What follows belongs to an exercise in optimizing a design on an open flow for small area, a short achievable clock period and few clock cycles; a production flow would make more cautious choices.
Only simulation tests tie the RTL to the original design; equivalence was not proved.

--- flow/config.mk ---
export PLATFORM = sky130hd
export DESIGN_NAME = alu_unit
export DESIGN_NICKNAME = alu_unit
export VERILOG_FILES = /design/flow/design.v
export SDC_FILE = /design/flow/constraint.sdc
export NUM_CORES = 4
export LEC_CHECK = 0
export CAP_MARGIN = 20
export CORE_MARGIN = 2
export CORE_UTILIZATION = 40
export SLEW_MARGIN = 20
--- flow/constraint.sdc ---
create_clock -name core_clock -period 70.0 [get_ports {clk}]
set_input_delay 14.0000 -clock core_clock [delete_from_list [all_inputs] [get_ports {clk}]]
set_output_delay 14.0000 -clock core_clock [all_outputs]
set_load 0.01 [all_outputs]
--- flow/design.v ---
`timescale 1ns / 1ps
module full_adder(
    input a,
    input b,
    input cin,
    output reg Propagate,
    output reg Generate,
    output reg Sum
    );
always@*
begin
    Propagate = a ^ b;
    Generate = a & b;    
    Sum = cin ^ (a ^ b);
end
endmodule
`timescale 1ns / 1ps
module four_bit_cla_adder(
    input [3:0] a,
    input [3:0] b,
    input cin,
    output reg [3:0] r,
    output reg gout,
    output reg pout
    );
wire p0, g0, p1, g1, c1, p2, g2, c2, p3, g3, c3;
wire [3:0] temp_sum;
assign c1 = g0 | (p0 & cin);
assign c2 = g1 | (g0 & p1) | (p1 & p0 & cin);
assign c3 = g2 | (g1 & p2) | (g0 & p1 & p2) | (p2 & p1 & p0 & cin);
full_adder f0(.a(a[0]), .b(b[0]), .cin(cin), .Propagate(p0), .Generate(g0), .Sum(temp_sum[0]));
full_adder f1(.a(a[1]), .b(b[1]), .cin(c1), .Propagate(p1), .Generate(g1), .Sum(temp_sum[1]));
full_adder f2(.a(a[2]), .b(b[2]), .cin(c2), .Propagate(p2), .Generate(g2), .Sum(temp_sum[2]));
full_adder f3(.a(a[3]), .b(b[3]), .cin(c3), .Propagate(p3), .Generate(g3), .Sum(temp_sum[3]));
always@*
begin
    r = temp_sum;
    gout = (g0 & p1 & p2 & p3) | (g1 & p2 & p3) | (g2 & p3) | g3;
    pout = p0 & p1 & p2 & p3;
end
endmodule
`timescale 1ns / 1ps
module sixteen_bit_cla_adder(
    input [15:0] a,
    input [15:0] b,
    input cin,
    output reg [15:0] r,
    output reg cout
    );
wire [3:0] a0;
wire [3:0] a1;
wire [3:0] a2;
wire [3:0] a3;
wire [3:0] b0;
wire [3:0] b1;
wire [3:0] b2;
wire [3:0] b3;
wire gw, gx, gy, gz;
wire pw, px, py, pz;
wire c4, c8, c12;
wire [3:0]r4;
wire [3:0]r8; 
wire [3:0]r12; 
wire [3:0]r16;
assign a0 = a[3:0];
assign a1 = a[7:4];
assign a2 = a[11:8];
assign a3 = a[15:12];
assign b0 = b[3:0];
assign b1 = b[7:4];
assign b2 = b[11:8];
assign b3 = b[15:12];
four_bit_cla_adder fb0(.a(a0), .b(b0), .cin(cin), .r(r4), .gout(gw), .pout(pw));
four_bit_cla_adder fb1(.a(a1), .b(b1), .cin(c4), .r(r8), .gout(gx), .pout(px));
four_bit_cla_adder fb2(.a(a2), .b(b2), .cin(c8), .r(r12), .gout(gy), .pout(py));
four_bit_cla_adder fb3(.a(a3), .b(b3), .cin(c12), .r(r16), .gout(gz), .pout(pz));
assign c4 = gw | (cin & pw);
assign c8 = gx | (gw & px) | (cin & pw & px);
assign c12 = gy | (gx & py) | (gw & px & py) | (cin & pw & px & py);
always@*
begin
r = { r16, r12, r8, r4 };
cout = gz | (gy & pz) | (gx & py & pz) | (gw & px & py & pz) | (cin & pw & px & py & pz);
end
endmodule
`timescale 1ns / 1ps
module subtracter(
    input [15:0] a,
    input [15:0] b,
    input cin,
    output reg [15:0] r,
    output reg cout
    );
wire [15:0] flip_b;
wire [15:0] temp_r;
wire temp_cout;
assign flip_b = ~b + 1;
sixteen_bit_cla_adder adder_for_subtract(.a(a), .b(flip_b), .cin(cin), .r(temp_r), .cout(temp_cout));
always@*
begin
    if (a >= b) 
    begin
        r = temp_r;
        cout = temp_cout;
    end
    else
    begin  
        r = 0;
        cout = 1;
    end
end
endmodule
`timescale 1ns / 1ps
module multiplier(
    input [15:0] a,
    input [15:0] b,
    output reg [15:0] r
    );
reg [31:0] extend_r;
reg [31:0] extend_a;
wire [15:0] zeros;
integer i;
assign zeros = 16'b0;
always@*
begin
    extend_r = 0;
    extend_a = { zeros, a };
    for (i = 0; i <= 16; i = i + 1)
    begin
        if (b[i] == 1)
        begin
            extend_r = extend_r + extend_a;
        end
        extend_a = extend_a << 1;
    end
    r = extend_r[15:0];
end
endmodule
`timescale 1ns / 1ps
module divider(
    input [15:0] a,
    input [15:0] b,
    output reg [15:0] q,
    output reg [15:0] r
    );
integer i;
reg signed [33:0] remainder;
reg [31:0] divisor;
always@*
begin
    remainder = a;
    divisor = { b, 16'b0 };
    q = 0;
    for (i = 0; i <= 16; i = i + 1)
    begin
        remainder = remainder - divisor;
        if (remainder >= 0)
        begin
            q = q << 1;
            q[0] = 1;
        end
        else
        begin
            remainder = remainder + divisor;
            q = q << 1;
            q[0] = 0;
        end
        divisor = divisor >> 1;
    end
    r = remainder;
end
endmodule
`timescale 1ns / 1ps
module alu(
    input [15:0] a,
    input [15:0] b,
    input [2:0] op,
    output reg [15:0] r
    );
wire [15:0] add_result;
wire [15:0] sub_result;
wire [15:0] mul_result;
wire [15:0] div_result;
wire carry, remainder;
sixteen_bit_cla_adder adder(.a(a), .b(b), .cin(1'b0), .r(add_result), .cout());
subtracter subtracter(.a(a), .b(b), .cin(1'b0), .r(sub_result), .cout());
multiplier multiplier(.a(a), .b(b), .r(mul_result));
divider divider(.a(a), .b(b), .q(div_result), .r(remainder));
always@*
begin
    case(op)
        3'b000:
        begin
            r = 16'b0;
        end
        3'b001:
        begin
            r = add_result;
        end
        3'b010:
        begin
            r = sub_result;
        end
        3'b011:
        begin
            r = mul_result;
        end
        3'b100:
        begin
            r = div_result;
        end
        default: r = 16'b0;
    endcase
end
endmodule
`timescale 1ns / 1ps
module alu_unit(
    input clk,
    input rst,
    input in_valid,
    output in_ready,
    input [15:0] a,
    input [15:0] b,
    input [2:0] op,
    output reg out_valid,
    output reg [15:0] r
    );
reg [15:0] a_q;
reg [15:0] b_q;
reg [2:0] op_q;
reg v_q;
wire [15:0] alu_r;
assign in_ready = 1'b1;
alu alu(.a(a_q), .b(b_q), .op(op_q), .r(alu_r));
always@(posedge clk)
begin
    if (rst)
    begin
        v_q <= 1'b0;
        out_valid <= 1'b0;
    end
    else
    begin
        v_q <= in_valid;
        out_valid <= v_q;
    end
end
always@(posedge clk)
begin
    if (in_valid)
    begin
        a_q <= a;
        b_q <= b;
        op_q <= op;
    end
    if (v_q)
        r <= alu_r;
end
endmodule
--- flow/run.sh ---
#!/bin/bash
# synth_recipe.tcl (not shown) runs the flow's synth.tcl, then flattens the netlist and writes it again
# the make line also repeats each setting of config.mk as NAME=value (left out here)
make -C /OpenROAD-flow-scripts/flow DESIGN_CONFIG=/design/flow/config.mk WORK_HOME=/design/flow/orfs CLKGATE_MAP_FILE= SYNTH_SCRIPT=/design/flow/synth_recipe.tcl finish
==> impl_metrics.yaml <==
run_status:
  status: "finished clean"
yosys:
  syn_nets: 6698
  syn_inst: 5945
  synth_mux_area_share_pct: 3.21
  avgSynthCellArea_sq_um: 7.19
  synth_edf_count: 51
  yosysWarnings: 10
  synthAdderAreaFrac_pct: 21.8
  synth_compound_area_share_pct: 29.2
  async_flop_share_pct: 0
  synth-xor-area-share_pct: 15.6
  seq_area_frac_synth_pct: 3.68
  ys.flop_type: "edfxtp_1"
  ys_ff_latch: 53
  synth_cell_types: 140
  syn_area_sq_um: 42800
  synth-simple-area-share_pct: 20.9
  synth_top_family_by_area: "compound AO/OA/AOI/OAI gates"
timing:
  setup_viol: 0
  maxSlewViolCount: 0
  worstMarginPinSlew_ns: 1.09
  fin_ws_ns: 5.15
  final.setup_skew_ns: 0.0333
  fmaxAchievable_mhz: 15.4
  fin_crit_ns: 64.85
  relSlewSlack_pct: 27.3
  hold_viol_final: 0
  min_period_over_period_pct: 92.6
  whs_ns: 0.739
setup_path:
  cpPeakStageDelay_ns: 0.57
  crit_type: "reg -> reg"
  crit_required_ns: 70.08
  critPathBufInv: 14
  worstPathArrival_ns: 64.93
  path_delay_family: "compound AO/OA/AOI/OAI gates"
  cp-start-kind: "flop"
  cp_slowest_cell: "a21oi_1"
  crit_top_cell: "o21bai_1"
  crit_fanout: 31
  crit_path_end_kind: "flop"
clock_tree:
  cts_tree: "built"
  postCtsHoldBufs: 0
  clk_pin_slew_ns: 0.11
  root_buffer: "clkbuf_16"
  cts_max_path_buffers: 2
  h-tree-depth: 2
  cts_num_sinks: 53
  clk_latency_ns: 0.37
  numCtsBuffers: 5
global_routing:
  grtUsageMet1_pct: 33.5
  grt_pass1_vias: 40000
  grt_util_met3_pct: 1.88
  grt_max_degree: 45
  grt_pass1_wl_mm: 217
  use_met2_pct: 41.5
  grt-busiest-layer: "met2"
  antenna_found_initial: 5
  grt.overflow.total: 0
  track_usage_pct: 24.5
floorplan:
  die_area_sq_um: 110000
  fp.dieH_microns: 331
  boundaryPins: 56
  core-area_sq_um: 106000
  initial_utilization_pct: 40.4
  die-width_microns: 331
  fp-row-count: 119
drt:
  drcViolationCount: 0
  dr_total_vias: 43600
  avgViaCountPerCell: 5.82
  wl_per_cell_microns: 18.8
  drtAntennaViolNets: 0
  wl_mm: 140
  drt_iter0_drc: 3083
  drtPass1Iterations: 9
placement:
  dpl.hpwl_mm: 108
  portBuffers: 54
  dpl.cell_count: 7392
  dp_slack_ns: -1.17
  gp_congestion: 0.934
finish:
  finalNonFillerCells: 7487
  drive_above_1_share_pct: 8.84
  nNetsFinal: 6847
  fin_util_pct: 44.5
  nFillCells: 10800
  syn2layout_area_growth_pct: 9.94
min_path:
  min_path_type: "reg -> reg"
run:
  maxCapViolCount: 0
-- worst reg2reg max path, delay by kind of cell, from the launching register on --
family          cells  cell delay, ns
fa+ha+maj          18            6.05
flops               1            0.40
buf+inv            14            2.28
simple gates       96           15.55
xor+xnor           20            3.36
mux                 7            1.49
compound gates    220           35.39
-- Yosys cell counts, types with 75 or more instances --
cell	number	area (sq um)
nor2_1	528	1980
nor2b_1	75	469
a21o_1	162	1220
xnor2_1	510	4470
nand2_1	352	1320
nand3_1	137	686
nand2b_1	104	651
ha_1	664	8310
clkbuf_1	90	338
nor3_1	103	515
a21oi_1	679	3400
o21bai_1	164	1230
o21ai_0	369	1850
inv_1	462	1730
xor2_1	222	1940
-- state kept, by name, summed over array words and instances (netlist names) --
name,flops
a_q,16
op_q,3
out_valid,1
b_q,16
v_q,1
r,16
-- layout by cell type, fill, tap and decap left out, types with 43 or more instances in the layout --
cell type and n:
ha_1 663, a21oi_1 637, nor2_1 521, xnor2_1 503, inv_1 461, o21ai_0 360
nand2_1 344, xor2_1 222, buf_4 221, o21bai_1 163, a21o_1 162, nand3_1 136
nand2b_1 104, nor3_1 101, nor2b_1 74, and2_1 71, mux2i_1 70, clkdlybuf4s50_1 53
edfxtp_1 51, nor4_1 50, a211oi_1 48, mux2_2 47, fa_1 47, a21oi_2 45
o21a_1 43, and3_1 43
-- routing by layer --
metal	wire, microns	up-vias	share of wire (%)
li1	-	21900	-
met1	65300	20400	47
met2	64200	1103	46
met3	6980	196	5.0
met4	3900	2	2.8
met5	7	-	0.0050
-- metrics by stage --
stage	TNS (ns)	cell area, sq um
after global placement	0	45600
after floorplan	0	42800
after CTS	0	45800
after detailed placement	-1.17	45600
final	0	47000
after global routing	-0.350	47000
-- worst paths after layout --
check                   startpoint        endpoint  slack (ns)  cells past startpoint
hold reg to reg     v_q$_SDFF_PP0_  r[8]$_DFFE_PP_        0.74                      0
hold / removal      v_q$_SDFF_PP0_  r[8]$_DFFE_PP_        0.74                      0
setup reg to reg  b_q[1]$_DFFE_PP_  r[0]$_DFFE_PP_        5.15                    375
setup / recovery  b_q[1]$_DFFE_PP_  r[0]$_DFFE_PP_        5.15                    375
-- repair_timing --
action / 4_1_cts / 5_1_grt
resized for setup: 16 / 120
buffers inserted: 0 / 79
endpoints found under the hold margin: 0 / 0
gates cloned: 0 / 6
setup endpoints to repair: 1 / 2
pin swaps: 1 / 53
-- area by class of cell --
class                           count  area (sq um)  area share [%]
Clock buffer                        6           139           0.295
Timing Repair Buffer              288          2370            5.04
Inverter                          468          1760            3.75
Clock inverter                      2          37.5          0.0799
Antenna cell                        1          2.50         0.00532
Multi-Input combinational cell   5278         39400            83.8
Sequential cell                    53          1570            3.35
Tap cell                         1391          1740            3.70
-- kinds of logic after synthesis --
kind of cell | count (synthesis)
compound gates | 1942
xor+xnor | 744
fa+ha+maj | 715
buf+inv | 617
flops | 53
mux | 127
other cells | 1
simple gates | 1746
Testbench counts, summed over its fixed seeds: cycles 4,016.

==> separate check: timing with driven ports <==
Ports are ideal in the flow. The routed layout listed here was re-timed in OpenROAD.
Step 1, drivers: a clkbuf_16 drives clk and a buf_2 each remaining input, both assumed.
Step 2 moves the port delays by t, midway between the first and last clock arrival at a register: inputs arrive t later, outputs are due t later. That takes back most of the time a late clock gives input paths.
a / b / c = ideal / step 1 / step 2; a / b = the first two.
t, ns: 0.403
slack for setup (ns): 5.150 / 5.150 / 5.150
latest minus earliest clock arrival (ns): 0.033 / 0.034
After both steps this run still meets setup and hold. The setup slack of this run moves by 0.000 ns with the drivers and by 0.000 ns with both steps.
